Context: an optimization exercise on an open-source flow, tuned for small area, a short achievable clock period and few clock cycles per item. The choices shown serve that exercise and are no tape-out recipe. At most, simulation tests tie the RTL to the original design; equivalence was not proved. The RTL of run 4 was laid out without a check of its function.

$ cat design.v
module FA (input a, input b, input c, output s, output co);
    assign s = a ^ b ^ c;
    assign co = (a & b) | (c & (a ^ b));
endmodule
module HA (input a, input b, output s, output co);
    assign s = a ^ b;
    assign co = a & b;
endmodule
module GPI (input a, input b, output ng, output np);
    assign ng = ~(a & b);
    assign np = ~(a | b);
endmodule
module MGI (input gh, input ph, input gl, input pl, output g, output p);
    assign g = ~(gh & (ph | gl));
    assign p = ~(ph | pl);
endmodule
module MGP (input gh, input ph, input gl, input pl, output g, output p);
    assign g = ~(gh | (ph & gl));
    assign p = ~(ph & pl);
endmodule
module INV2 (input g, input p, output gn, output pn);
    assign gn = ~g;
    assign pn = ~p;
endmodule
module CSEL (input s, input a, input b, output y);
    assign y = s ? a : b;
endmodule
module CrossProduct (input [10:0] ax,
                     input [10:0] ay,
                     input [10:0] bx,
                     input [10:0] by,
                     input [9:0] nax,
                     input [9:0] nby,
                     output pos);
    wire [9:0] na = nax, nb = nby, mc = ay[9:0], md = bx[9:0];
    wire n1 = ax[10] ^ by[10];    
    wire n2 = ay[10] ^ bx[10];    
    wire x, pa, pb;
    assign pa = n1 ? (n2 & ~x) : (n2 | x);
    assign pb = n1 ? (n2 & x) : (n2 | ~x);
    wire p1, q2, p3, q4, p5, q6, p7, q8, p9, q10, p11, q12, p13, q14, p15, q16;
    wire p17, q18, p19, q20, p21, q22, p23, q24, p25, q26, p27, q28, p29, q30, p31, q32;
    wire p33, q34, p35, q36, p37, q38, p39, q40, p41, q42, p43, q44, p45, q46, p47, q48;
    wire p49, q50, p51, q52, p53, q54, p55, q56, p57, q58, p59, q60, p61, q62, p63, q64;
    wire p65, q66, p67, q68, p69, q70, p71, q72, p73, q74, p75, q76, p77, q78, p79, q80;
    wire p81, q82, p83, q84, p85, q86, p87, q88, p89, q90, p91, q92, p93, q94, p95, q96;
    wire p97, q98, p99, q100, p101, q102, p103, q104, p105, q106, p107, q108, p109, q110, p111, q112;
    wire p113, q114, p115, q116, p117, q118, p119, q120, p121, q122, p123, q124, p125, q126, p127, q128;
    wire p129, q130, p131, q132, p133, q134, p135, q136, p137, q138, p139, q140, p141, q142, p143, q144;
    wire p145, q146, p147, q148, p149, q150, p151, q152, p153, q154, p155, q156, p157, q158, p159, q160;
    wire p161, q162, p163, q164, p165, q166, p167, q168, p169, q170, p171, q172, p173, q174, p175, q176;
    wire p177, q178, p179, q180, p181, q182, p183, q184, p185, q186, p187, q188, p189, q190, p191, q192;
    wire p193, q194, p195, q196, p197, q198, p199, q200, s201, c202, s203, c204, s205, c206, s207, c208;
    wire s209, c210, s211, c212, s213, c214, s215, c216, s217, c218, s219, c220, s221, c222, s223, c224;
    wire s225, c226, s227, c228, s229, c230, s231, c232, s233, c234, s235, c236, s237, c238, s239, c240;
    wire s241, c242, s243, c244, s245, c246, s247, c248, s249, c250, s251, c252, s253, c254, s255, c256;
    wire s257, c258, s259, c260, s261, c262, s263, c264, s265, c266, s267, c268, s269, c270, s271, c272;
    wire s273, c274, s275, c276, s277, c278, s279, c280, s281, c282, s283, c284, s285, c286, s287, c288;
    wire s289, c290, s291, c292, s293, c294, s295, c296, s297, c298, s299, c300, s301, c302, s303, c304;
    wire s305, c306, s307, c308, s309, c310, s311, c312, s313, c314, s315, c316, s317, c318, s319, c320;
    wire s321, c322, s323, c324, s325, c326, s327, c328, s329, c330, s331, c332, s333, c334, s335, c336;
    wire s337, c338, s339, c340, s341, c342, s343, c344, s345, c346, s347, c348, s349, c350, s351, c352;
    wire s353, c354, s355, c356, s357, c358, s359, c360, s361, c362, s363, c364, s365, c366, s367, c368;
    wire s369, c370, s371, c372, s373, c374, s375, c376, s377, c378, s379, c380, s381, c382, s383, c384;
    wire s385, c386, s387, c388, s389, c390, s391, c392, s393, c394, s395, c396, s397, c398, s399, c400;
    wire s401, c402, s403, c404, s405, c406, s407, c408, s409, c410, s411, c412, s413, c414, s415, c416;
    wire s417, c418, s419, c420, s421, c422, s423, c424, s425, c426, s427, c428, s429, c430, s431, c432;
    wire s433, c434, s435, c436, s437, c438, s439, c440, s441, c442, s443, c444, s445, c446, s447, c448;
    wire s449, c450, s451, c452, s453, c454, s455, c456, s457, c458, s459, c460, s461, c462, s463, c464;
    wire s465, c466, s467, c468, s469, c470, s471, c472, s473, c474, s475, c476, s477, c478, s479, c480;
    wire s481, c482, s483, c484, s485, c486, s487, c488, s489, c490, s491, c492, s493, c494, s495, c496;
    wire s497, c498, s499, c500, s501, c502, s503, c504, s505, c506, s507, c508, s509, c510, s511, c512;
    wire s513, c514, s515, c516, s517, c518, s519, c520, s521, c522, s523, c524, s525, c526, s527, c528;
    wire s529, c530, s531, c532, s533, c534, s535, c536, s537, c538, s539, c540, s541, c542, s543, c544;
    wire s545, c546, s547, c548, s549, c550, s551, c552, s553, c554, s555, c556, s557, c558, s559, c560;
    wire s561, c562, s563, c564, g565, t566, g567, t568, g569, t570, g571, t572, g573, t574, g575, t576;
    wire g577, t578, g579, t580, g581, t582, g583, t584, g585, t586, g587, t588, g589, t590, g591, t592;
    wire g593, t594, g595, t596, g597, t598, g599, t600, g601, t602, g603, t604, G605, P606, G607, P608;
    wire G609, P610, G611, P612, G613, P614, G615, P616, G617, P618, G619, P620, G621, P622, G623, P624;
    wire G625, P626, G627, P628, G629, P630, G631, P632, G633, P634, G635, P636, G637, P638, G639, P640;
    wire G641, P642, G643, P644, G645, P646;
    assign p1 = ~(na[0] | nb[0]);
    assign q2 = ~(mc[0] & md[0]);
    assign p3 = ~(na[0] | nb[1]);
    assign q4 = ~(mc[0] & md[1]);
    assign p5 = ~(na[0] | nb[2]);
    assign q6 = ~(mc[0] & md[2]);
    assign p7 = ~(na[0] | nb[3]);
    assign q8 = ~(mc[0] & md[3]);
    assign p9 = ~(na[0] | nb[4]);
    assign q10 = ~(mc[0] & md[4]);
    assign p11 = ~(na[0] | nb[5]);
    assign q12 = ~(mc[0] & md[5]);
    assign p13 = ~(na[0] | nb[6]);
    assign q14 = ~(mc[0] & md[6]);
    assign p15 = ~(na[0] | nb[7]);
    assign q16 = ~(mc[0] & md[7]);
    assign p17 = ~(na[0] | nb[8]);
    assign q18 = ~(mc[0] & md[8]);
    assign p19 = ~(na[0] | nb[9]);
    assign q20 = ~(mc[0] & md[9]);
    assign p21 = ~(na[1] | nb[0]);
    assign q22 = ~(mc[1] & md[0]);
    assign p23 = ~(na[1] | nb[1]);
    assign q24 = ~(mc[1] & md[1]);
    assign p25 = ~(na[1] | nb[2]);
    assign q26 = ~(mc[1] & md[2]);
    assign p27 = ~(na[1] | nb[3]);
    assign q28 = ~(mc[1] & md[3]);
    assign p29 = ~(na[1] | nb[4]);
    assign q30 = ~(mc[1] & md[4]);
    assign p31 = ~(na[1] | nb[5]);
    assign q32 = ~(mc[1] & md[5]);
    assign p33 = ~(na[1] | nb[6]);
    assign q34 = ~(mc[1] & md[6]);
    assign p35 = ~(na[1] | nb[7]);
    assign q36 = ~(mc[1] & md[7]);
    assign p37 = ~(na[1] | nb[8]);
    assign q38 = ~(mc[1] & md[8]);
    assign p39 = ~(na[1] | nb[9]);
    assign q40 = ~(mc[1] & md[9]);
    assign p41 = ~(na[2] | nb[0]);
    assign q42 = ~(mc[2] & md[0]);
    assign p43 = ~(na[2] | nb[1]);
    assign q44 = ~(mc[2] & md[1]);
    assign p45 = ~(na[2] | nb[2]);
    assign q46 = ~(mc[2] & md[2]);
    assign p47 = ~(na[2] | nb[3]);
    assign q48 = ~(mc[2] & md[3]);
    assign p49 = ~(na[2] | nb[4]);
    assign q50 = ~(mc[2] & md[4]);
    assign p51 = ~(na[2] | nb[5]);
    assign q52 = ~(mc[2] & md[5]);
    assign p53 = ~(na[2] | nb[6]);
    assign q54 = ~(mc[2] & md[6]);
    assign p55 = ~(na[2] | nb[7]);
    assign q56 = ~(mc[2] & md[7]);
    assign p57 = ~(na[2] | nb[8]);
    assign q58 = ~(mc[2] & md[8]);
    assign p59 = ~(na[2] | nb[9]);
    assign q60 = ~(mc[2] & md[9]);
    assign p61 = ~(na[3] | nb[0]);
    assign q62 = ~(mc[3] & md[0]);
    assign p63 = ~(na[3] | nb[1]);
    assign q64 = ~(mc[3] & md[1]);
    assign p65 = ~(na[3] | nb[2]);
    assign q66 = ~(mc[3] & md[2]);
    assign p67 = ~(na[3] | nb[3]);
    assign q68 = ~(mc[3] & md[3]);
    assign p69 = ~(na[3] | nb[4]);
    assign q70 = ~(mc[3] & md[4]);
    assign p71 = ~(na[3] | nb[5]);
    assign q72 = ~(mc[3] & md[5]);
    assign p73 = ~(na[3] | nb[6]);
    assign q74 = ~(mc[3] & md[6]);
    assign p75 = ~(na[3] | nb[7]);
    assign q76 = ~(mc[3] & md[7]);
    assign p77 = ~(na[3] | nb[8]);
    assign q78 = ~(mc[3] & md[8]);
    assign p79 = ~(na[3] | nb[9]);
    assign q80 = ~(mc[3] & md[9]);
    assign p81 = ~(na[4] | nb[0]);
    assign q82 = ~(mc[4] & md[0]);
    assign p83 = ~(na[4] | nb[1]);
    assign q84 = ~(mc[4] & md[1]);
    assign p85 = ~(na[4] | nb[2]);
    assign q86 = ~(mc[4] & md[2]);
    assign p87 = ~(na[4] | nb[3]);
    assign q88 = ~(mc[4] & md[3]);
    assign p89 = ~(na[4] | nb[4]);
    assign q90 = ~(mc[4] & md[4]);
    assign p91 = ~(na[4] | nb[5]);
    assign q92 = ~(mc[4] & md[5]);
    assign p93 = ~(na[4] | nb[6]);
    assign q94 = ~(mc[4] & md[6]);
    assign p95 = ~(na[4] | nb[7]);
    assign q96 = ~(mc[4] & md[7]);
    assign p97 = ~(na[4] | nb[8]);
    assign q98 = ~(mc[4] & md[8]);
    assign p99 = ~(na[4] | nb[9]);
    assign q100 = ~(mc[4] & md[9]);
    assign p101 = ~(na[5] | nb[0]);
    assign q102 = ~(mc[5] & md[0]);
    assign p103 = ~(na[5] | nb[1]);
    assign q104 = ~(mc[5] & md[1]);
    assign p105 = ~(na[5] | nb[2]);
    assign q106 = ~(mc[5] & md[2]);
    assign p107 = ~(na[5] | nb[3]);
    assign q108 = ~(mc[5] & md[3]);
    assign p109 = ~(na[5] | nb[4]);
    assign q110 = ~(mc[5] & md[4]);
    assign p111 = ~(na[5] | nb[5]);
    assign q112 = ~(mc[5] & md[5]);
    assign p113 = ~(na[5] | nb[6]);
    assign q114 = ~(mc[5] & md[6]);
    assign p115 = ~(na[5] | nb[7]);
    assign q116 = ~(mc[5] & md[7]);
    assign p117 = ~(na[5] | nb[8]);
    assign q118 = ~(mc[5] & md[8]);
    assign p119 = ~(na[5] | nb[9]);
    assign q120 = ~(mc[5] & md[9]);
    assign p121 = ~(na[6] | nb[0]);
    assign q122 = ~(mc[6] & md[0]);
    assign p123 = ~(na[6] | nb[1]);
    assign q124 = ~(mc[6] & md[1]);
    assign p125 = ~(na[6] | nb[2]);
    assign q126 = ~(mc[6] & md[2]);
    assign p127 = ~(na[6] | nb[3]);
    assign q128 = ~(mc[6] & md[3]);
    assign p129 = ~(na[6] | nb[4]);
    assign q130 = ~(mc[6] & md[4]);
    assign p131 = ~(na[6] | nb[5]);
    assign q132 = ~(mc[6] & md[5]);
    assign p133 = ~(na[6] | nb[6]);
    assign q134 = ~(mc[6] & md[6]);
    assign p135 = ~(na[6] | nb[7]);
    assign q136 = ~(mc[6] & md[7]);
    assign p137 = ~(na[6] | nb[8]);
    assign q138 = ~(mc[6] & md[8]);
    assign p139 = ~(na[6] | nb[9]);
    assign q140 = ~(mc[6] & md[9]);
    assign p141 = ~(na[7] | nb[0]);
    assign q142 = ~(mc[7] & md[0]);
    assign p143 = ~(na[7] | nb[1]);
    assign q144 = ~(mc[7] & md[1]);
    assign p145 = ~(na[7] | nb[2]);
    assign q146 = ~(mc[7] & md[2]);
    assign p147 = ~(na[7] | nb[3]);
    assign q148 = ~(mc[7] & md[3]);
    assign p149 = ~(na[7] | nb[4]);
    assign q150 = ~(mc[7] & md[4]);
    assign p151 = ~(na[7] | nb[5]);
    assign q152 = ~(mc[7] & md[5]);
    assign p153 = ~(na[7] | nb[6]);
    assign q154 = ~(mc[7] & md[6]);
    assign p155 = ~(na[7] | nb[7]);
    assign q156 = ~(mc[7] & md[7]);
    assign p157 = ~(na[7] | nb[8]);
    assign q158 = ~(mc[7] & md[8]);
    assign p159 = ~(na[7] | nb[9]);
    assign q160 = ~(mc[7] & md[9]);
    assign p161 = ~(na[8] | nb[0]);
    assign q162 = ~(mc[8] & md[0]);
    assign p163 = ~(na[8] | nb[1]);
    assign q164 = ~(mc[8] & md[1]);
    assign p165 = ~(na[8] | nb[2]);
    assign q166 = ~(mc[8] & md[2]);
    assign p167 = ~(na[8] | nb[3]);
    assign q168 = ~(mc[8] & md[3]);
    assign p169 = ~(na[8] | nb[4]);
    assign q170 = ~(mc[8] & md[4]);
    assign p171 = ~(na[8] | nb[5]);
    assign q172 = ~(mc[8] & md[5]);
    assign p173 = ~(na[8] | nb[6]);
    assign q174 = ~(mc[8] & md[6]);
    assign p175 = ~(na[8] | nb[7]);
    assign q176 = ~(mc[8] & md[7]);
    assign p177 = ~(na[8] | nb[8]);
    assign q178 = ~(mc[8] & md[8]);
    assign p179 = ~(na[8] | nb[9]);
    assign q180 = ~(mc[8] & md[9]);
    assign p181 = ~(na[9] | nb[0]);
    assign q182 = ~(mc[9] & md[0]);
    assign p183 = ~(na[9] | nb[1]);
    assign q184 = ~(mc[9] & md[1]);
    assign p185 = ~(na[9] | nb[2]);
    assign q186 = ~(mc[9] & md[2]);
    assign p187 = ~(na[9] | nb[3]);
    assign q188 = ~(mc[9] & md[3]);
    assign p189 = ~(na[9] | nb[4]);
    assign q190 = ~(mc[9] & md[4]);
    assign p191 = ~(na[9] | nb[5]);
    assign q192 = ~(mc[9] & md[5]);
    assign p193 = ~(na[9] | nb[6]);
    assign q194 = ~(mc[9] & md[6]);
    assign p195 = ~(na[9] | nb[7]);
    assign q196 = ~(mc[9] & md[7]);
    assign p197 = ~(na[9] | nb[8]);
    assign q198 = ~(mc[9] & md[8]);
    assign p199 = ~(na[9] | nb[9]);
    assign q200 = ~(mc[9] & md[9]);
    assign s201 = ~(q20 ^ q38);
    assign c202 = q20 | q38;
    assign s203 = ~q40;
    assign c204 = q40;
    assign s205 = ~(q14 ^ q32);
    assign c206 = q14 | q32;
    assign s207 = ~(q16 ^ q34);
    assign c208 = q16 | q34;
    FA fs209 (.a(q52), .b(q70), .c(q88), .s(s209), .co(c210));
    HA hs211 (.a(q106), .b(q124), .s(s211), .co(c212));
    assign s213 = ~(q18 ^ q36);
    assign c214 = q18 | q36;
    FA fs215 (.a(q54), .b(q72), .c(q90), .s(s215), .co(c216));
    FA fs217 (.a(q108), .b(q126), .c(q144), .s(s217), .co(c218));
    FA fs219 (.a(q162), .b(p17), .c(p35), .s(s219), .co(c220));
    HA hs221 (.a(p53), .b(p71), .s(s221), .co(c222));
    FA fs223 (.a(q56), .b(q74), .c(q92), .s(s223), .co(c224));
    FA fs225 (.a(q110), .b(q128), .c(q146), .s(s225), .co(c226));
    FA fs227 (.a(q164), .b(q182), .c(p19), .s(s227), .co(c228));
    FA fs229 (.a(p37), .b(p55), .c(p73), .s(s229), .co(c230));
    FA fs231 (.a(p91), .b(p109), .c(p127), .s(s231), .co(c232));
    HA hs233 (.a(p145), .b(p163), .s(s233), .co(c234));
    FA fs235 (.a(q58), .b(q76), .c(q94), .s(s235), .co(c236));
    FA fs237 (.a(q112), .b(q130), .c(q148), .s(s237), .co(c238));
    FA fs239 (.a(q166), .b(q184), .c(p39), .s(s239), .co(c240));
    FA fs241 (.a(p57), .b(p75), .c(p93), .s(s241), .co(c242));
    FA fs243 (.a(p111), .b(p129), .c(p147), .s(s243), .co(c244));
    FA fs245 (.a(p165), .b(p183), .c(s203), .s(s245), .co(c246));
    FA fs247 (.a(q60), .b(q78), .c(q96), .s(s247), .co(c248));
    FA fs249 (.a(q114), .b(q132), .c(q150), .s(s249), .co(c250));
    FA fs251 (.a(q168), .b(q186), .c(p59), .s(s251), .co(c252));
    FA fs253 (.a(p77), .b(p95), .c(p113), .s(s253), .co(c254));
    FA fs255 (.a(p131), .b(p149), .c(p167), .s(s255), .co(c256));
    FA fs257 (.a(q80), .b(q98), .c(q116), .s(s257), .co(c258));
    FA fs259 (.a(q134), .b(q152), .c(q170), .s(s259), .co(c260));
    FA fs261 (.a(q188), .b(p79), .c(p97), .s(s261), .co(c262));
    FA fs263 (.a(q100), .b(q118), .c(q136), .s(s263), .co(c264));
    assign s265 = ~(q10 ^ q28);
    assign c266 = q10 | q28;
    assign s267 = ~(q12 ^ q30);
    assign c268 = q12 | q30;
    FA fs269 (.a(q48), .b(q66), .c(q84), .s(s269), .co(c270));
    HA hs271 (.a(q102), .b(p11), .s(s271), .co(c272));
    FA fs273 (.a(q50), .b(q68), .c(q86), .s(s273), .co(c274));
    FA fs275 (.a(q104), .b(q122), .c(p13), .s(s275), .co(c276));
    FA fs277 (.a(p31), .b(p49), .c(p67), .s(s277), .co(c278));
    HA hs279 (.a(p85), .b(p103), .s(s279), .co(c280));
    FA fs281 (.a(q142), .b(p15), .c(p33), .s(s281), .co(c282));
    FA fs283 (.a(p51), .b(p69), .c(p87), .s(s283), .co(c284));
    FA fs285 (.a(p105), .b(p123), .c(p141), .s(s285), .co(c286));
    FA fs287 (.a(s211), .b(c206), .c(s207), .s(s287), .co(c288));
    FA fs289 (.a(p89), .b(p107), .c(p125), .s(s289), .co(c290));
    FA fs291 (.a(p143), .b(p161), .c(c212), .s(s291), .co(c292));
    FA fs293 (.a(c208), .b(c210), .c(s221), .s(s293), .co(c294));
    FA fs295 (.a(s213), .b(s215), .c(s217), .s(s295), .co(c296));
    FA fs297 (.a(p181), .b(c222), .c(c214), .s(s297), .co(c298));
    FA fs299 (.a(c216), .b(c218), .c(s233), .s(s299), .co(c300));
    FA fs301 (.a(s223), .b(s225), .c(s201), .s(s301), .co(c302));
    FA fs303 (.a(c220), .b(s227), .c(s229), .s(s303), .co(c304));
    FA fs305 (.a(c234), .b(c202), .c(c224), .s(s305), .co(c306));
    FA fs307 (.a(c226), .b(s235), .c(s237), .s(s307), .co(c308));
    FA fs309 (.a(c228), .b(c230), .c(c232), .s(s309), .co(c310));
    FA fs311 (.a(s239), .b(s241), .c(s243), .s(s311), .co(c312));
    FA fs313 (.a(p185), .b(c204), .c(c236), .s(s313), .co(c314));
    FA fs315 (.a(c238), .b(s247), .c(s249), .s(s315), .co(c316));
    FA fs317 (.a(c240), .b(c242), .c(c244), .s(s317), .co(c318));
    FA fs319 (.a(s251), .b(s253), .c(s255), .s(s319), .co(c320));
    FA fs321 (.a(p115), .b(p133), .c(p151), .s(s321), .co(c322));
    FA fs323 (.a(p169), .b(p187), .c(c248), .s(s323), .co(c324));
    FA fs325 (.a(c250), .b(s257), .c(s259), .s(s325), .co(c326));
    FA fs327 (.a(c252), .b(c254), .c(c256), .s(s327), .co(c328));
    FA fs329 (.a(q154), .b(q172), .c(q190), .s(s329), .co(c330));
    FA fs331 (.a(p99), .b(p117), .c(p135), .s(s331), .co(c332));
    FA fs333 (.a(p153), .b(p171), .c(p189), .s(s333), .co(c334));
    FA fs335 (.a(c258), .b(c260), .c(s263), .s(s335), .co(c336));
    FA fs337 (.a(q120), .b(q138), .c(q156), .s(s337), .co(c338));
    FA fs339 (.a(q174), .b(q192), .c(p119), .s(s339), .co(c340));
    FA fs341 (.a(p137), .b(p155), .c(p173), .s(s341), .co(c342));
    FA fs343 (.a(q140), .b(q158), .c(q176), .s(s343), .co(c344));
    assign s345 = ~q6;
    assign c346 = q6;
    assign s347 = ~(q8 ^ q26);
    assign c348 = q8 | q26;
    FA fs349 (.a(q44), .b(q62), .c(p7), .s(s349), .co(c350));
    FA fs351 (.a(q46), .b(q64), .c(q82), .s(s351), .co(c352));
    FA fs353 (.a(p9), .b(p27), .c(p45), .s(s353), .co(c354));
    HA hs355 (.a(p63), .b(p81), .s(s355), .co(c356));
    FA fs357 (.a(p29), .b(p47), .c(p65), .s(s357), .co(c358));
    FA fs359 (.a(p83), .b(p101), .c(c266), .s(s359), .co(c360));
    FA fs361 (.a(s271), .b(s267), .c(s269), .s(s361), .co(c362));
    FA fs363 (.a(p121), .b(c272), .c(c268), .s(s363), .co(c364));
    FA fs365 (.a(c270), .b(s279), .c(s273), .s(s365), .co(c366));
    FA fs367 (.a(s205), .b(s275), .c(s277), .s(s367), .co(c368));
    FA fs369 (.a(c280), .b(c274), .c(s209), .s(s369), .co(c370));
    FA fs371 (.a(c276), .b(c278), .c(s281), .s(s371), .co(c372));
    FA fs373 (.a(s283), .b(s285), .c(s287), .s(s373), .co(c374));
    FA fs375 (.a(c282), .b(c284), .c(c286), .s(s375), .co(c376));
    FA fs377 (.a(s289), .b(s219), .c(s291), .s(s377), .co(c378));
    FA fs379 (.a(c288), .b(s293), .c(s295), .s(s379), .co(c380));
    FA fs381 (.a(c290), .b(s231), .c(c292), .s(s381), .co(c382));
    FA fs383 (.a(c294), .b(s297), .c(c296), .s(s383), .co(c384));
    FA fs385 (.a(s299), .b(s301), .c(s303), .s(s385), .co(c386));
    FA fs387 (.a(s245), .b(c298), .c(c300), .s(s387), .co(c388));
    FA fs389 (.a(s305), .b(c302), .c(s307), .s(s389), .co(c390));
    FA fs391 (.a(s309), .b(c304), .c(s311), .s(s391), .co(c392));
    FA fs393 (.a(c246), .b(c306), .c(s313), .s(s393), .co(c394));
    FA fs395 (.a(c308), .b(c310), .c(s315), .s(s395), .co(c396));
    FA fs397 (.a(s317), .b(c312), .c(s319), .s(s397), .co(c398));
    FA fs399 (.a(s321), .b(s261), .c(c314), .s(s399), .co(c400));
    FA fs401 (.a(s323), .b(c316), .c(c318), .s(s401), .co(c402));
    FA fs403 (.a(s325), .b(s327), .c(c320), .s(s403), .co(c404));
    FA fs405 (.a(s329), .b(c262), .c(c322), .s(s405), .co(c406));
    FA fs407 (.a(s331), .b(s333), .c(c324), .s(s407), .co(c408));
    FA fs409 (.a(c326), .b(c328), .c(s335), .s(s409), .co(c410));
    FA fs411 (.a(p191), .b(c264), .c(c330), .s(s411), .co(c412));
    FA fs413 (.a(s337), .b(c332), .c(c334), .s(s413), .co(c414));
    FA fs415 (.a(s339), .b(s341), .c(c336), .s(s415), .co(c416));
    FA fs417 (.a(q194), .b(p139), .c(p157), .s(s417), .co(c418));
    FA fs419 (.a(p175), .b(p193), .c(c338), .s(s419), .co(c420));
    FA fs421 (.a(s343), .b(c340), .c(c342), .s(s421), .co(c422));
    FA fs423 (.a(q160), .b(q178), .c(q196), .s(s423), .co(c424));
    FA fs425 (.a(p159), .b(p177), .c(p195), .s(s425), .co(c426));
    assign s427 = ~q4;
    assign c428 = q4;
    FA fs429 (.a(q24), .b(q42), .c(p5), .s(s429), .co(c430));
    HA hs431 (.a(p23), .b(p41), .s(s431), .co(c432));
    FA fs433 (.a(p25), .b(p43), .c(p61), .s(s433), .co(c434));
    FA fs435 (.a(c346), .b(s347), .c(s349), .s(s435), .co(c436));
    FA fs437 (.a(c348), .b(s355), .c(s351), .s(s437), .co(c438));
    FA fs439 (.a(s265), .b(c350), .c(s353), .s(s439), .co(c440));
    FA fs441 (.a(c356), .b(c352), .c(c354), .s(s441), .co(c442));
    FA fs443 (.a(s357), .b(s359), .c(s361), .s(s443), .co(c444));
    FA fs445 (.a(c358), .b(c360), .c(s363), .s(s445), .co(c446));
    FA fs447 (.a(c362), .b(s365), .c(s367), .s(s447), .co(c448));
    FA fs449 (.a(c364), .b(c366), .c(s369), .s(s449), .co(c450));
    FA fs451 (.a(c368), .b(s371), .c(s373), .s(s451), .co(c452));
    FA fs453 (.a(c370), .b(s375), .c(c372), .s(s453), .co(c454));
    FA fs455 (.a(s377), .b(c374), .c(s379), .s(s455), .co(c456));
    FA fs457 (.a(c376), .b(s381), .c(c378), .s(s457), .co(c458));
    FA fs459 (.a(s383), .b(c380), .c(s385), .s(s459), .co(c460));
    FA fs461 (.a(c382), .b(c384), .c(s387), .s(s461), .co(c462));
    FA fs463 (.a(s389), .b(c386), .c(s391), .s(s463), .co(c464));
    FA fs465 (.a(c388), .b(s393), .c(c390), .s(s465), .co(c466));
    FA fs467 (.a(s395), .b(c392), .c(s397), .s(s467), .co(c468));
    FA fs469 (.a(s399), .b(c394), .c(c396), .s(s469), .co(c470));
    FA fs471 (.a(s401), .b(s403), .c(c398), .s(s471), .co(c472));
    FA fs473 (.a(s405), .b(c400), .c(s407), .s(s473), .co(c474));
    FA fs475 (.a(c402), .b(c404), .c(s409), .s(s475), .co(c476));
    FA fs477 (.a(s411), .b(c406), .c(s413), .s(s477), .co(c478));
    FA fs479 (.a(c408), .b(s415), .c(c410), .s(s479), .co(c480));
    FA fs481 (.a(s417), .b(c412), .c(s419), .s(s481), .co(c482));
    FA fs483 (.a(c414), .b(s421), .c(c416), .s(s483), .co(c484));
    FA fs485 (.a(c344), .b(s423), .c(c418), .s(s485), .co(c486));
    FA fs487 (.a(s425), .b(c420), .c(c422), .s(s487), .co(c488));
    FA fs489 (.a(q180), .b(q198), .c(p179), .s(s489), .co(c490));
    FA fs491 (.a(p197), .b(c424), .c(c426), .s(s491), .co(c492));
    HA hs493 (.a(q22), .b(p3), .s(s493), .co(c494));
    FA fs495 (.a(c428), .b(s345), .c(s431), .s(s495), .co(c496));
    FA fs497 (.a(c432), .b(c430), .c(s433), .s(s497), .co(c498));
    FA fs499 (.a(c434), .b(s437), .c(c436), .s(s499), .co(c500));
    FA fs501 (.a(c438), .b(s441), .c(c440), .s(s501), .co(c502));
    FA fs503 (.a(c442), .b(s445), .c(c444), .s(s503), .co(c504));
    FA fs505 (.a(c446), .b(s449), .c(c448), .s(s505), .co(c506));
    FA fs507 (.a(c450), .b(s453), .c(c452), .s(s507), .co(c508));
    FA fs509 (.a(c454), .b(s457), .c(c456), .s(s509), .co(c510));
    FA fs511 (.a(c458), .b(s461), .c(c460), .s(s511), .co(c512));
    FA fs513 (.a(c462), .b(s465), .c(c464), .s(s513), .co(c514));
    FA fs515 (.a(c466), .b(s469), .c(s471), .s(s515), .co(c516));
    FA fs517 (.a(s473), .b(c470), .c(c472), .s(s517), .co(c518));
    FA fs519 (.a(s477), .b(c474), .c(s479), .s(s519), .co(c520));
    FA fs521 (.a(s481), .b(c478), .c(s483), .s(s521), .co(c522));
    FA fs523 (.a(s485), .b(c482), .c(s487), .s(s523), .co(c524));
    FA fs525 (.a(s489), .b(c486), .c(s491), .s(s525), .co(c526));
    FA fs527 (.a(q200), .b(p199), .c(c490), .s(s527), .co(c528));
    HA hs529 (.a(p21), .b(s427), .s(s529), .co(c530));
    FA fs531 (.a(c494), .b(s429), .c(s495), .s(s531), .co(c532));
    FA fs533 (.a(c496), .b(s497), .c(s435), .s(s533), .co(c534));
    FA fs535 (.a(c498), .b(s439), .c(s499), .s(s535), .co(c536));
    FA fs537 (.a(c500), .b(s443), .c(s501), .s(s537), .co(c538));
    FA fs539 (.a(c502), .b(s447), .c(s503), .s(s539), .co(c540));
    FA fs541 (.a(c504), .b(s451), .c(s505), .s(s541), .co(c542));
    FA fs543 (.a(c506), .b(s455), .c(s507), .s(s543), .co(c544));
    FA fs545 (.a(s459), .b(c508), .c(s509), .s(s545), .co(c546));
    FA fs547 (.a(s463), .b(c510), .c(s511), .s(s547), .co(c548));
    FA fs549 (.a(s467), .b(c512), .c(s513), .s(s549), .co(c550));
    FA fs551 (.a(c468), .b(c514), .c(s515), .s(s551), .co(c552));
    FA fs553 (.a(s475), .b(s517), .c(c516), .s(s553), .co(c554));
    FA fs555 (.a(c476), .b(c518), .c(s519), .s(s555), .co(c556));
    FA fs557 (.a(c480), .b(s521), .c(c520), .s(s557), .co(c558));
    FA fs559 (.a(c484), .b(s523), .c(c522), .s(s559), .co(c560));
    FA fs561 (.a(c488), .b(s525), .c(c524), .s(s561), .co(c562));
    FA fs563 (.a(c492), .b(s527), .c(c526), .s(s563), .co(c564));
    GPI ug565 (.a(q2), .b(p1), .ng(g565), .np(t566));
    GPI ug567 (.a(s493), .b(s529), .ng(g567), .np(t568));
    GPI ug569 (.a(c530), .b(s531), .ng(g569), .np(t570));
    GPI ug571 (.a(c532), .b(s533), .ng(g571), .np(t572));
    GPI ug573 (.a(c534), .b(s535), .ng(g573), .np(t574));
    GPI ug575 (.a(c536), .b(s537), .ng(g575), .np(t576));
    GPI ug577 (.a(c538), .b(s539), .ng(g577), .np(t578));
    GPI ug579 (.a(c540), .b(s541), .ng(g579), .np(t580));
    GPI ug581 (.a(c542), .b(s543), .ng(g581), .np(t582));
    GPI ug583 (.a(c544), .b(s545), .ng(g583), .np(t584));
    GPI ug585 (.a(c546), .b(s547), .ng(g585), .np(t586));
    GPI ug587 (.a(c548), .b(s549), .ng(g587), .np(t588));
    GPI ug589 (.a(c550), .b(s551), .ng(g589), .np(t590));
    GPI ug591 (.a(s553), .b(c552), .ng(g591), .np(t592));
    GPI ug593 (.a(c554), .b(s555), .ng(g593), .np(t594));
    GPI ug595 (.a(s557), .b(c556), .ng(g595), .np(t596));
    GPI ug597 (.a(s559), .b(c558), .ng(g597), .np(t598));
    GPI ug599 (.a(s561), .b(c560), .ng(g599), .np(t600));
    GPI ug601 (.a(s563), .b(c562), .ng(g601), .np(t602));
    GPI ug603 (.a(c528), .b(c564), .ng(g603), .np(t604));
    MGI mG605 (.gh(g603), .ph(t604), .gl(g601), .pl(t602), .g(G605), .p(P606));
    MGI mG607 (.gh(g599), .ph(t600), .gl(g597), .pl(t598), .g(G607), .p(P608));
    MGI mG609 (.gh(g595), .ph(t596), .gl(g593), .pl(t594), .g(G609), .p(P610));
    MGI mG611 (.gh(g591), .ph(t592), .gl(g589), .pl(t590), .g(G611), .p(P612));
    MGI mG613 (.gh(g587), .ph(t588), .gl(g585), .pl(t586), .g(G613), .p(P614));
    MGI mG615 (.gh(g583), .ph(t584), .gl(g581), .pl(t582), .g(G615), .p(P616));
    MGI mG617 (.gh(g579), .ph(t580), .gl(g577), .pl(t578), .g(G617), .p(P618));
    MGI mG619 (.gh(g575), .ph(t576), .gl(g573), .pl(t574), .g(G619), .p(P620));
    MGI mG621 (.gh(g571), .ph(t572), .gl(g569), .pl(t570), .g(G621), .p(P622));
    MGI mG623 (.gh(g567), .ph(t568), .gl(g565), .pl(t566), .g(G623), .p(P624));
    MGP mG625 (.gh(G605), .ph(P606), .gl(G607), .pl(P608), .g(G625), .p(P626));
    MGP mG627 (.gh(G609), .ph(P610), .gl(G611), .pl(P612), .g(G627), .p(P628));
    MGP mG629 (.gh(G613), .ph(P614), .gl(G615), .pl(P616), .g(G629), .p(P630));
    MGP mG631 (.gh(G617), .ph(P618), .gl(G619), .pl(P620), .g(G631), .p(P632));
    MGP mG633 (.gh(G621), .ph(P622), .gl(G623), .pl(P624), .g(G633), .p(P634));
    MGI mG635 (.gh(G625), .ph(P626), .gl(G627), .pl(P628), .g(G635), .p(P636));
    MGI mG637 (.gh(G629), .ph(P630), .gl(G631), .pl(P632), .g(G637), .p(P638));
    INV2 iG639 (.g(G633), .p(P634), .gn(G639), .pn(P640));
    MGP mG641 (.gh(G635), .ph(P636), .gl(G637), .pl(P638), .g(G641), .p(P642));
    INV2 iG643 (.g(G639), .p(P640), .gn(G643), .pn(P644));
    MGI mG645 (.gh(G641), .ph(P642), .gl(G643), .pl(P644), .g(G645), .p(P646));
    assign x = 1'b1;
    CSEL usel (.s(G645), .a(pa), .b(pb), .y(pos));
endmodule
module geofence (clk,
                 reset,
                 X,
                 Y,
                 valid,
                 is_inside);
    input clk;
    input reset;
    input [9:0] X;
    input [9:0] Y;
    output valid;
    output is_inside;
    reg [3:0] cnt;
    reg [9:0] px, py;
    reg [10:0] ux, sx, sy, ex, ey;        
    reg uys;                              
    reg [9:0] uyn;                        
    wire [10:0] uy = {uys, ~uyn};
    reg ins, vld;
    wire cs, ce;
    wire [9:0] nsx = ~sx[9:0], nex = ~ex[9:0], nuy = uyn;
    CrossProduct C0 (.ax(sx), .ay(sy), .bx(ux), .by(uy), .nax(nsx), .nby(nuy), .pos(cs));
    CrossProduct C1 (.ax(ex), .ay(ey), .bx(ux), .by(uy), .nax(nex), .nby(nuy), .pos(ce));
    assign valid = vld;
    assign is_inside = ins;
    always @(posedge clk or posedge reset) begin
        if (reset) begin
            cnt <= 4'd0;
            vld <= 1'b0;
        end else begin
            cnt <= (cnt == 4'd8) ? 4'd0 : cnt + 4'd1;
            vld <= (cnt == 4'd7);
        end
    end
    wire [10:0] dx = {1'b0, X} - {1'b0, px};
    wire [10:0] dy = {1'b0, Y} - {1'b0, py};
    wire [9:0] lx, ly;    
    assign lx[0] = 1'b0;
    assign ly[0] = 1'b0;
    genvar j;
    generate
        for (j = 1; j < 10; j = j + 1) begin : neg
            assign lx[j] = lx[j-1] | dx[j-1];
            assign ly[j] = ly[j-1] | dy[j-1];
        end
    endgenerate
    wire [9:0] mx = dx[9:0] ^ ({10{dx[10]}} & lx);
    wire [9:0] my = dy[9:0] ^ ({10{dy[10]}} & ly);
    wire place = cnt >= 4'd3 && cnt <= 4'd7;
    always @(posedge clk) begin
        if (cnt == 4'd0) begin
            px <= X;
            py <= Y;
        end
        ux <= {dx[10], mx};
        uys <= dy[10];
        uyn <= ~my;
        if (cnt == 4'd2 || (place && !cs && !ce)) begin
            sx <= ux;
            sy <= uy;
        end
        if (cnt == 4'd2 || (place && cs && ce)) begin
            ex <= ux;
            ey <= uy;
        end
        if (cnt == 4'd2)
            ins <= 1'b0;
        else if (place && !cs && ce)
            ins <= 1'b1;
    end
endmodule
$ cat run.sh
#!/bin/bash
# synth_recipe.tcl (not shown) runs the flow's synth.tcl, then flattens the netlist and writes it again
# the make line also repeats each setting of config.mk as NAME=value (left out here)
make -C /OpenROAD-flow-scripts/flow DESIGN_CONFIG=/design/flow/config.mk WORK_HOME=/design/flow/orfs CLKGATE_MAP_FILE= SYNTH_SCRIPT=/design/flow/synth_recipe.tcl finish
$ cat config.mk
export PLATFORM = sky130hd
export DESIGN_NAME = geofence
export DESIGN_NICKNAME = geofence
export VERILOG_FILES = /design/flow/design.v
export SDC_FILE = /design/flow/constraint.sdc
export NUM_CORES = 4
export LEC_CHECK = 0
export CAP_MARGIN = 20
export CORE_MARGIN = 2
export CORE_UTILIZATION = 50
export CTS_BUF_LIST = sky130_fd_sc_hd__clkbuf_4 sky130_fd_sc_hd__clkbuf_8
export SETUP_SLACK_MARGIN = 1.5
export SLEW_MARGIN = 20
export SYNTH_HIERARCHICAL = 1
export SYNTH_MINIMUM_KEEP_SIZE = 0
$ cat constraint.sdc
create_clock -name core_clock -period 7.5 [get_ports {clk}]
set_input_delay 1.5000 -clock core_clock [delete_from_list [all_inputs] [get_ports {clk}]]
set_output_delay 1.5000 -clock core_clock [all_outputs]
set_load 0.01 [all_outputs]
==> results of run 1 <==
==> metrics by stage <==
step,area (um^2),instances,hold WS (ns),setup slack (ns)
floorplan,14110,1386,0.4368,1.647
global placement,14520,1726,0.4768,1.289
detailed placement,14520,1726,0.4732,1.149
CTS,14750,1743,0.4933,1.516
global route,14860,1749,0.5280,1.474
finish,14860,1749,0.4923,1.722
==> registers in the layout, summed over array words and instances, names as in the netlist <==
| signal | cells |
|---|---|
| cnt | 4 |
| ex | 11 |
| ey | 11 |
| ins | 1 |
| px | 10 |
| py | 10 |
| sx | 11 |
| sy | 11 |
| ux | 11 |
| uyn | 10 |
| uys | 1 |
| vld | 1 |
==> cells in the final DEF, fill, tap and decap left out, drive strengths merged, types with 3 or more instances in the layout <==
master           n
fa             327
nor2           284
nand2          244
inv             94
edfxtp          64
ha              56
o21ai           38
and2            36
a21oi           32
buf             29
xnor2           23
clkdlybuf4s50   23
dfxtp           23
xor2            14
clkbuf           9
nor2b            7
nand2b           7
a211oi           6
dfrtp            5
nand3            4
o211ai           4
a21o             3
clkinvlp         3
==> per-layer routing <==
| layer | wire (um) | vias up | GRT usage [%] |
|---|---|---|---|
| met1 | 13510 | 4851 | 32.13 |
| met4 | 809 | 0 | 6.869 |
| met2 | 16920 | 296 | 43.53 |
| met5 | 0 | - | 0 |
| li1 | - | 4237 | - |
| met3 | 1638 | 56 | 2.838 |
==> worst reg2reg max path, stage by stage (launching register included) <==
cell and delay [ns]:
edfxtp_1 0.37, inv_1 0.39, nor2_1 0.13, fa_1 0.50, fa_1 0.53, fa_1 0.45
fa_1 0.39, fa_1 0.49, fa_1 0.53, nor2_1 0.07, nor2_1 0.17, nand2_1 0.11
nor2_1 0.13, nand2_1 0.07, o21ai_2 0.22, mux2_4 0.35, nor3_4 0.24, nand2b_4 0.15
o21ai_2 0.16
==> final timing paths <==
check	startpoint	to	slack (ns)	cells after the start
setup / recovery	sx[3]	sy[5]	1.72	18
hold / removal	cnt[0]	cnt[0]	0.49	1
setup reg to reg	sx[3]	sy[5]	1.72	18
hold reg to reg	cnt[0]	cnt[0]	0.49	1
max in group asynchronous	reset	cnt[3]	6.03	2
min in group asynchronous	reset	cnt[0]	1.31	2
==> layout make-up <==
class                   instances  area, um^2  area share, %
clock inverters                 7       56.30         0.3789
repair buffers                 52       467.9          3.149
clock buffers                   9       123.9         0.8335
inverters                      92       352.8          2.374
flip-flops and latches         92        2539          17.08
multi-input cells            1119       10850          73.00
well taps                     378       473.0          3.183
==> repair_timing <==
action | 4_1_cts | 5_1_grt
setup endpoints to repair | 24 | 44
gates resized for setup | 16 | 19
buffers inserted | 0 | 4
gates cloned | 1 | 2
hold buffers | 0 | 0
==> run summary, run 1 <==
Crit path max-delay family=adder cells; crit-path max cell delay=0.53 ns; crit path DAT=5.81 ns; clock sinks=just over 90; initial antenna violation count=0; Synth Instances=between 1000 and 1500; Placer Congestion=between 0.8 and 0.9; Residual DRC=0; run status=complete, no violations; vias per cell=5.397; Nets=between 1500 and 2000; Row Count=61; Global Route Usage Sum=24.57%; Layout Utilization=a little over half; Slew @ Worst Pin=about 0.86 ns; Avg Cell Area, Syn=10.18 um^2; crit path max fanout=10; wire length per cell=18.80 um; vias=9440; ant diodes=0; vias in the first global route=10640; Layout area overhead=5.302%; Req. time, crit path=around 7.5 ns; mapped cell area=14110 um^2; clk slew on worst S/H paths=0.11 ns; largest net degree at the start of global routing=24; filler instances=about 2500; Slew HR=42.73%; Fin. Hold Viols=0; overflow left after global routing=0; Final setup viols=0; final wirelength=roughly 33 mm; layout cells sized above 1=8.534%; yosys warns=7; Post-DRT Antenna Nets=0; drt first pass iters=5; TritonCTS clock tree=yes; Max clock buf depth=2; CP most frequent cell=fa_1; Tmin final=5.778 ns; CP Class=flop to flop; Hold Crit Class=flop to flop; CTS H-tree lvls=3; Max Cap Viol=0; die width=~170 um; clock latency on the worst-skew pair=0.37 ns; Iteration-0 DRC Markers=672; setup TNS=0 ns; # port buffers=23; fmax=approximately 0.17 GHz; root buffer cell=clkbuf_8; Core ar.=27780 um^2; Num CTS Buffers=9; unrepaired setup endpoints after global routing=no; floorplan die height=172 um; worst path bufs/invs=1; Synth Net Count=1791; Setup crit end kind=flop; Initial Util=50.80%; first-pass GRT wire length=54.97 mm; CP Launch Type=flop; Tcrit/Tclk final=77.03%; Max Clock Skew=0.02101 ns; post-DP HPWL=26.16 mm; pins over their slew limit=0; Die ar.=29580 um^2; Ports=24; crit path cell chain=inv_1, nor2_1, fa_1, fa_1, fa_1, fa_1, fa_1, fa_1, nor2_1, nor2_1, nand2_1, nor2_1, nand2_1, o21ai_2, mux2_4, nor3_4, nand2b_4, o21ai_2; Slowest-stage cell, CP=fa_1
Testbench counts, summed over its fixed seeds: cycles 28,800, tests 3,200.
==> run 2: changes to the inputs <==
==> config.mk (replaced) <==
export PLATFORM = sky130hd
export DESIGN_NAME = geofence
export DESIGN_NICKNAME = geofence
export VERILOG_FILES = /design/flow/design.v
export SDC_FILE = /design/flow/constraint.sdc
export NUM_CORES = 4
export LEC_CHECK = 0
export CAP_MARGIN = 0
export CORE_MARGIN = 2
export CORE_UTILIZATION = 40
export CTS_BUF_LIST = sky130_fd_sc_hd__clkbuf_4 sky130_fd_sc_hd__clkbuf_8
export SETUP_SLACK_MARGIN = 1.5
export SLEW_MARGIN = 0
export SYNTH_HIERARCHICAL = 1
export SYNTH_MINIMUM_KEEP_SIZE = 0
==> run summary, run 2 <==
Initial Util=40.75% (-10 points); Crit. path cell count=18 (unchanged); Row Count=68 (+11%); Crit path max-delay family=adder cells; Tmin final=5.721 ns (-0.05658 ns); worst path bufs/invs=2 (+1); Avg Cell Area, Syn=10.18 um^2 (unchanged); final wirelength=32.70 mm (-0.55%); Post-DRT Antenna Nets=0 (unchanged); largest net degree at the start of global routing=23 (-4.2%); yosys warns=7 (unchanged); vias per cell=5.204 (-3.6%); setup TNS=0 ns (unchanged); floorplan die height=191.8 um (+12%); clk slew on worst S/H paths=0.09 ns (-0.02 ns); Slowest-stage cell, CP=fa_1; most frequent cells in the layout=fa_1, nor2_1, nand2_1; mapped cell area=14110 um^2 (unchanged); Slew HR=41.39% (-1.3 points); TritonCTS clock tree=yes; Die ar.=36800 um^2 (+24%); Final setup viols=0 (unchanged); unrepaired setup endpoints after global routing=no; Layout area overhead=6.543%; initial antenna violation count=0 (unchanged); placed cell area=14600 um^2 (+0.51%); overflow left after global routing=0 (unchanged); most common cell after layout, fill and taps aside=fa_1; worst r2r src=ex[3]; crit path capture=sx[9]; first-pass GRT wire length=54.42 mm (-1.0%); Max Clock Skew=0.01447 ns (-0.006538 ns); CTS H-tree lvls=3 (unchanged); Core ar.=34630 um^2 (+25%); Req. time, crit path=7.53 ns (about the same); ant diodes=0 (unchanged); Residual DRC=0 (unchanged); post-DP HPWL=25.71 mm (-1.7%); CP Class=flop to flop; pins over their slew limit=0 (unchanged); crit path max fanout=10 (unchanged); CP most frequent cell=fa_1; drt first pass iters=7 (+2); cell area after layout=15040 um^2 (+1.2%); Max clock buf depth=2 (unchanged); die width=191.8 um (+12%); fmax=0.1748 GHz (+0.99%); crit path DAT=5.75 ns (-0.06 ns); Slew @ Worst Pin=0.8792 ns (+0.02015 ns); r2r setup slk=1.78 ns (+0.06 ns); Placer Congestion=0.8581 (+2.0%); r2r worst-path depth=18 (unchanged); Num CTS Buffers=9 (unchanged); CP Launch Type=flop; Nets=1780 (+0.51%); clock latency on the worst-skew pair=0.36 ns (about the same); crit path cell chain=inv_1, nor2_1, fa_1, fa_1, fa_1, fa_1, fa_1, fa_1, nor2_1, nor2_1, nand2_1, nor2_1, nand2_1, o21ai_2, mux2_4, nand2b_1, buf_4, o21ai_2; Fin. Hold Viols=0 (unchanged); Iteration-0 DRC Markers=627 (-6.7%); run status=complete, no violations; vias in the first global route=10420 (-2.1%); root buffer cell=clkbuf_8; Ports=24 (unchanged); Setup crit end kind=flop; layout cells sized above 1=9.420% (+0.89 points); vias=9549 (+1.2%); crit-path max cell delay=0.53 ns (about the same); Tcrit/Tclk final=76.28% (-0.75 points); Synth Instances=1386 (unchanged); Hold Crit Class=flop to flop; # port buffers=23 (unchanged); Global Route Usage Sum=19.18% (-5.4 points); wire length per cell=17.82 um (-5.2%); Synth Net Count=1791 (unchanged); clock sinks=92 (unchanged); Max Cap Viol=0 (unchanged); reg2reg end=sx[9]; Critical path origin=ex[3]
run 2: cell count changes in the layout (fill, tap and decap cells not counted), moves of 2 or more:
cell        delta
buf_4          +8
clkinvlp_4     +4
inv_1          -4
clkbuf_4       +2
run 2: worst min-delay path by stage:
stage           start     end  slack (ns)  cells past startpoint
4_1_cts        cnt[0]  cnt[0]        0.49                      1
3_3_place_gp   cnt[0]  cnt[0]        0.47                      1
3_5_place_dp   cnt[0]  cnt[0]        0.48                      1
2_1_floorplan   ux[0]   ex[0]        0.44                      0
5_1_grt        ux[10]  ex[10]        0.54                      0
6_report       cnt[0]  cnt[0]        0.49                      1
run 2: layout make-up:
type                       count  area (um^2)
tap                          455        569.3
fill                        3273        19590
clock inverter                 4        32.53
sequential                    92         2542
multi-input combinational   1119        10830
inverter                      92        367.9
timing repair buffer          61        539.3
clock buffer                  12        152.6
run 2: through the flow:
step	hold WS, ns	utilization [%]	cells	setup WS [ns]
finish	0.4914	43.42	1835	1.779
global route	0.5444	43.42	1835	1.492
CTS	0.4940	42.75	1816	1.506
detailed placement	0.4761	42.15	1800	1.101
global placement	0.4742	42.15	1800	1.230
floorplan	0.4368	-	1386	1.647
run 2: worst reg2reg max path, delay by kind of cell (launching register included):
family,cells,cell delay [ns]
adders and majority gates,6,2.82
AOI/OAI and AO/OA,2,0.33
and+or+nand+nor,7,0.93
DFF,1,0.38
muxes,1,0.34
buffers and inverters,2,0.58
run 2: what timing repair did:
action,4_1_cts,5_1_grt
hold buffers,0,0
gates cloned,0,3
resized for setup,13,22
endpoints found under the setup margin,44,44
buffers inserted,0,16
run 2: metal layers:
layer  share of wire [%]  wire, um  global-route usage, %  vias to the layer above
met4                 1.8       601                  4.408                        0
met1                  42     13660                  25.91                     4918
met3                 6.4      2098                  2.905                       44
li1                    -         -                      -                     4266
met2                  50     16330                  32.62                      321
met5                   0         0                      0                        -
==> run 3: changes to the inputs <==
==> config.mk (replaced) <==
export PLATFORM = sky130hd
export DESIGN_NAME = geofence
export DESIGN_NICKNAME = geofence
export VERILOG_FILES = /design/flow/design.v
export SDC_FILE = /design/flow/constraint.sdc
export NUM_CORES = 4
export LEC_CHECK = 0
export CAP_MARGIN = 20
export CORE_MARGIN = 2
export CORE_UTILIZATION = 40
export CTS_BUF_LIST = sky130_fd_sc_hd__clkbuf_2 sky130_fd_sc_hd__clkbuf_4 sky130_fd_sc_hd__clkbuf_8
export SETUP_SLACK_MARGIN = 1.5
export SLEW_MARGIN = 20
export SYNTH_HIERARCHICAL = 1
export SYNTH_MINIMUM_KEEP_SIZE = 0
==> run summary, run 3 <==
CTS H-tree lvls=3 (unchanged); crit path max fanout=10 (unchanged); Residual DRC=0 (unchanged); filler instances=3273 (unchanged); crit path DAT=5.75 ns (about the same); overflow left after global routing=0 (unchanged); unrepaired setup endpoints after global routing=no; pins over their slew limit=0 (unchanged); Setup crit end kind=flop; Max Cap Viol=0 (unchanged); # port buffers=23 (unchanged); setup TNS=0 ns (unchanged); Final setup viols=0 (unchanged); first-pass GRT wire length=54.42 mm (unchanged); Placer Congestion=0.8581 (unchanged); final wirelength=32.70 mm (unchanged); drt first pass iters=7 (unchanged); TritonCTS clock tree=yes; Post-DRT Antenna Nets=0 (unchanged); CP Launch Type=flop; Hold Crit Class=flop to flop; Global Route Usage Sum=19.18% (unchanged); ant diodes=0 (unchanged); vias in the first global route=10420 (unchanged); vias per cell=5.204 (unchanged); Post-CTS Hold Buffers=0 (unchanged); Synth Net Count=1791 (unchanged); initial antenna violation count=0 (unchanged); Iteration-0 DRC Markers=627 (unchanged); wire length per cell=17.82 um (unchanged); Layout Utilization=43.42% (unchanged); Initial Util=40.75% (unchanged); floorplan die height=191.8 um (unchanged); Layout area overhead=6.543% (unchanged); mapped cell area=14110 um^2 (unchanged); CP Class=flop to flop; largest net degree at the start of global routing=23 (unchanged); r2r worst-path depth=18 (unchanged); Nets=1780 (unchanged); clk slew on worst S/H paths=0.09 ns (about the same); layout cells sized above 1=9.420% (unchanged); Max Clock Skew=0.01447 ns (unchanged); Fin. Hold Viols=0 (unchanged); clock latency on the worst-skew pair=0.36 ns (about the same); Inst Count DP=1800 (unchanged); most common cell after layout, fill and taps aside=fa_1; clock sinks=92 (unchanged); Req. time, crit path=7.53 ns (about the same); Max clock buf depth=2 (unchanged); Row Count=68 (unchanged); post-DP HPWL=25.71 mm (unchanged); Tmin final=5.721 ns (unchanged); Avg Cell Area, Syn=10.18 um^2 (unchanged); run status=complete, no violations; vias=9549 (unchanged); hold_ws=0.4914 ns (unchanged); Core ar.=34630 um^2 (unchanged); hold path cells=1 (unchanged); Synth Instances=1386 (unchanged); setup ws final=1.779 ns (unchanged); die width=191.8 um (unchanged); Num CTS Buffers=9 (unchanged); fmax=0.1748 GHz (unchanged); Tcrit/Tclk final=76.28% (unchanged); yosys warns=7 (unchanged); Slew @ Worst Pin=0.8792 ns (unchanged); Ports=24 (unchanged); dpl ws=1.101 ns (unchanged); most frequent cells in the layout=fa_1, nor2_1, nand2_1; final std cells w/o fill=1835 (unchanged); Die ar.=36800 um^2 (unchanged); root buffer cell=clkbuf_8; Slew HR=41.39% (unchanged)
run 3: timing repair:
item                                    in CTS  in global routing
endpoints found under the setup margin      44                 44
endpoints found under the hold margin        0                  0
resized for setup                           13                 22
cloned                                       0                  3
buffers inserted                             0                 16
run 3: per-layer routing:
layer / vias up / share of wire, % / track usage [%] / routed length (um)
met5: - / 0 / 0 / 0
met4: 0 / 1.8 / 4.408 / 601
met3: 44 / 6.4 / 2.905 / 2098
met2: 321 / 50 / 32.62 / 16330
met1: 4918 / 42 / 25.91 / 13660
li1: 4266 / - / - / -
run 3: final cells by class:
cell class | count | area (um^2) | share of cell area (%)
Tap cell | 455 | 569.3 | 3.786
Timing Repair Buffer | 61 | 539.3 | 3.587
Sequential cell | 92 | 2542 | 16.91
Clock inverter | 4 | 32.53 | 0.2164
Clock buffer | 12 | 152.6 | 1.015
Inverter | 92 | 367.9 | 2.447
Multi-Input combinational cell | 1119 | 10830 | 72.04
run 3: final timing paths:
check	from	to	slack [ns]
min in group asynchronous	reset	cnt[0]	1.35
max in group asynchronous	reset	cnt[2]	5.96
setup reg to reg	ex[3]	sx[9]	1.78
hold reg to reg	cnt[0]	cnt[0]	0.49
hold / removal	cnt[0]	cnt[0]	0.49
setup / recovery	ex[3]	sx[9]	1.78
run 3: worst max-delay path, cell delays in order (launching register included):
cell      delay [ns]
edfxtp_1        0.38
inv_1           0.40
nor2_1          0.12
fa_1            0.51
fa_1            0.53
fa_1            0.42
fa_1            0.39
fa_1            0.46
fa_1            0.51
nor2_1          0.07
nor2_1          0.16
nand2_1         0.10
nor2_1          0.23
nand2_1         0.10
o21ai_2         0.20
mux2_4          0.34
nand2b_1        0.14
buf_4           0.17
o21ai_2         0.13
run 3: stage by stage:
| step | area, um^2 |
|---|---|
| 2_1_floorplan | 14110 |
| 3_3_place_gp | 14600 |
| 3_5_place_dp | 14600 |
| 4_1_cts | 14800 |
| 5_1_grt | 15040 |
| 6_report | 15040 |
==> run 4: changes to the inputs <==
--- a/design.v
+++ b/design.v
@@ -29,10 +29,8 @@
                      input [10:0] ay,
                      input [10:0] bx,
                      input [10:0] by,
-                     input [9:0] nax,
-                     input [9:0] nby,
                      output pos);
-    wire [9:0] na = nax, nb = nby, mc = ay[9:0], md = bx[9:0];
+    wire [9:0] na = ax[9:0], nb = by[9:0], mc = ay[9:0], md = bx[9:0];
     wire n1 = ax[10] ^ by[10];    
     wire n2 = ay[10] ^ bx[10];    
     wire x, pa, pb;
@@ -529,15 +527,14 @@
     output is_inside;
     reg [3:0] cnt;
     reg [9:0] px, py;
-    reg [10:0] ux, sx, sy, ex, ey;        
-    reg uys;                              
-    reg [9:0] uyn;                        
-    wire [10:0] uy = {uys, ~uyn};
+    reg [10:0] ux, sx, ex;                
+    reg [10:0] uy, sy, ey;                
     reg ins, vld;
     wire cs, ce;
-    wire [9:0] nsx = ~sx[9:0], nex = ~ex[9:0], nuy = uyn;
-    CrossProduct C0 (.ax(sx), .ay(sy), .bx(ux), .by(uy), .nax(nsx), .nby(nuy), .pos(cs));
-    CrossProduct C1 (.ax(ex), .ay(ey), .bx(ux), .by(uy), .nax(nex), .nby(nuy), .pos(ce));
+    wire [10:0] nsx = {sx[10], ~sx[9:0]}, nex = {ex[10], ~ex[9:0]};
+    wire [10:0] psy = {sy[10], ~sy[9:0]}, pey = {ey[10], ~ey[9:0]};
+    CrossProduct C0 (.ax(nsx), .ay(psy), .bx(ux), .by(uy), .pos(cs));
+    CrossProduct C1 (.ax(nex), .ay(pey), .bx(ux), .by(uy), .pos(ce));
     assign valid = vld;
     assign is_inside = ins;
     always @(posedge clk or posedge reset) begin
@@ -570,8 +567,7 @@
             py <= Y;
         end
         ux <= {dx[10], mx};
-        uys <= dy[10];
-        uyn <= ~my;
+        uy <= {dy[10], ~my};
         if (cnt == 4'd2 || (place && !cs && !ce)) begin
             sx <= ux;
             sy <= uy;
--- a/config.mk
+++ b/config.mk
@@ -8,7 +8,7 @@
 export CAP_MARGIN = 20
 export CORE_MARGIN = 2
 export CORE_UTILIZATION = 40
-export CTS_BUF_LIST = sky130_fd_sc_hd__clkbuf_2 sky130_fd_sc_hd__clkbuf_4 sky130_fd_sc_hd__clkbuf_8
+export CTS_BUF_LIST = sky130_fd_sc_hd__clkbuf_4 sky130_fd_sc_hd__clkbuf_8
 export SETUP_SLACK_MARGIN = 1.5
 export SLEW_MARGIN = 20
 export SYNTH_HIERARCHICAL = 1
==> run summary, run 4 <==
run status=complete, no violations; crit path max fanout=6 (-4); Num CTS Buffers=9 (unchanged); Fin. Hold Viols=0 (unchanged); unrepaired setup endpoints after global routing=no; Global Route Usage Sum=19.84% (+0.66 points); Req. time, crit path=7.60 ns (+0.07 ns); vias=9990 (+4.6%); ant diodes=0 (unchanged); cell area after layout=16090 um^2 (+7.0%); CTS H-tree lvls=3 (unchanged); CP Launch Type=flop; WL met1=15.38 mm (+13%); Row Count=69 (+1.5%); # port buffers=23 (unchanged); clock sinks=92 (unchanged); WL met3=1.632 mm (-22%); Max Cap Viol=0 (unchanged); Max clock buf depth=2 (unchanged); floorplan die height=192.8 um (+0.52%); placed cell area=14760 um^2 (+1.1%); Layout Utilization=45.56% (+2.1 points); DR top layer=met4; hold_ws=0.4916 ns (+0.0002390 ns); Residual DRC=0 (unchanged); root buffer cell=clkbuf_8; Slew @ Worst Pin=0.7456 ns (-0.1336 ns); vias per cell=5.139 (-1.2%); vias in the first global route=10420 (+0.067%); Inst Count DP=1826 (+1.4%); r2r setup slk=1.63 ns (-0.15 ns); Nets=1883 (+5.8%); Tcrit/Tclk final=78.32% (+2.0 points); CP Class=flop to flop; Setup crit end kind=flop; TritonCTS clock tree=yes; Layout area overhead=12.80%; crit path DAT=5.98 ns (+0.23 ns); drt first pass iters=5 (-2); fmax=0.1702 GHz (-2.6%); Ports=24 (unchanged); Core ar.=35310 um^2 (+2.0%); Synth Instances=1400 (+1.0%); mapped cell area=14260 um^2 (+1.1%); wire length per cell=18.16 um (+1.9%); Placer Congestion=0.8653 (+0.84%); Hold Crit Class=flop to flop; die width=192.8 um (+0.52%); layout cells sized above 1=18.48% (+9.1 points); first-pass GRT wire length=56.24 mm (+3.3%); clk slew on worst S/H paths=0.10 ns (about the same); met2 WL=17.43 mm (+6.7%); Iteration-0 DRC Markers=594 (-5.3%); largest net degree at the start of global routing=23 (unchanged); final std cells w/o fill=1944 (+5.9%); Slew HR=50.22% (+8.8 points); Synth Net Count=1805 (+0.78%); pins over their slew limit=0 (unchanged); final wirelength=35.31 mm (+8.0%); post-DP HPWL=27.13 mm (+5.5%); most common cell after layout, fill and taps aside=fa_1; Post-DRT Antenna Nets=0 (unchanged); setup TNS=0 ns (unchanged); Post-CTS Hold Buffers=0 (unchanged); initial antenna violation count=0 (unchanged); Max Clock Skew=0.01517 ns (+0.0007000 ns); overflow left after global routing=0 (unchanged); Tmin final=5.874 ns (+0.1531 ns); clock latency on the worst-skew pair=0.37 ns (about the same); Avg Cell Area, Syn=10.19 um^2 (about the same); most frequent cells in the layout=fa_1, nor2_1, nand2_1; Final setup viols=0 (unchanged); Initial Util=40.39% (-0.36 points); Die ar.=37180 um^2 (+1.0%); yosys warns=7 (unchanged)
==> run 4: metrics by stage <==
step / setup WS [ns]
floorplan: 1.636
global placement: 1.180
detailed placement: 1.110
CTS: 1.516
global route: 1.446
finish: 1.626
==> run 4: per-layer routing <==
metal	vias to the layer above	track usage (%)
li1	4483	-
met1	5151	27.46
met2	294	33.48
met3	62	2.000
met4	0	5.050
met5	-	0
==> run 4: what timing repair did <==
action                                  4_1_cts  5_1_grt
setup buffers                                 0       99
resized for setup                            31       76
endpoints found under the setup margin       44       44
pin swaps                                     0       23
hold endpoints to repair                      0        0
cloned                                        0        3
==> run 4: path summary, 6_finish.rpt <==
kind / from / endpoint / cells after the start
worst max-delay path: sy[5] / sx[3] / 19
worst min register to register: cnt[0] / cnt[0] / 1
worst min-delay path: cnt[0] / cnt[0] / 1
min in group asynchronous: reset / cnt[0] / 2
max in group asynchronous: reset / cnt[2] / 2
worst max register to register: sy[5] / sx[3] / 19
==> run 4: critical path, stage by stage (launching register included) <==
cell	delay, ns
edfxtp_1	0.42
clkinvlp_4	0.22
buf_4	0.19
nand2_1	0.09
fa_2	0.44
fa_1	0.40
fa_1	0.49
fa_1	0.57
fa_1	0.43
fa_1	0.51
nor2_1	0.05
nor2_1	0.09
nand2_1	0.09
nor2_4	0.14
nand2_2	0.08
o21ai_4	0.21
mux2_4	0.33
or3_4	0.40
a21oi_4	0.24
clkbuf_16	0.20
==> run 4: final cells by class <==
| cell class | instances | area (um^2) |
|---|---|---|
| Clock inverter | 6 | 68.82 |
| Tap cell | 461 | 576.8 |
| Sequential cell | 92 | 2565 |
| Timing Repair Buffer | 151 | 1269 |
| Fill cell | 3258 | 19220 |
| Timing Repair inverter | 1 | 7.507 |
| Inverter | 110 | 540.5 |
| Clock buffer | 10 | 137.6 |
| Multi-Input combinational cell | 1113 | 10920 |

## re-timing with driven ports
In the flow no input, the clock included, has a driving cell. The finished layouts below were timed again as built, in two steps.
Step 1 sets driving cells, clkbuf_16 on the clock port and buf_2 on the other inputs (assumed; they add their load-dependent delay and slew).
Step 2 times the ports against the registers' clock, not the clock port: input delays grow and output delays shrink by t, the midpoint of the rising clock arrivals with the driver on.
Slacks: ideal ports / drivers / drivers and shift; pairs: ideal ports / drivers.
run	t (ns)	setup WS [ns]	clock arrival spread, ns	slew at the worst register clock pin (ns)
run 1	0.395	1.722 / 1.722 / 1.722	0.021 / 0.021	0.11 / 0.11
run 2	0.395	1.779 / 1.779 / 1.779	0.016 / 0.016	0.09 / 0.09
run 3	0.395	1.779 / 1.779 / 1.779	0.016 / 0.016	0.09 / 0.09
run 4	0.399	1.626 / 1.626 / 1.626	0.015 / 0.015	0.10 / 0.10
After both steps setup and hold are still met in every run listed.
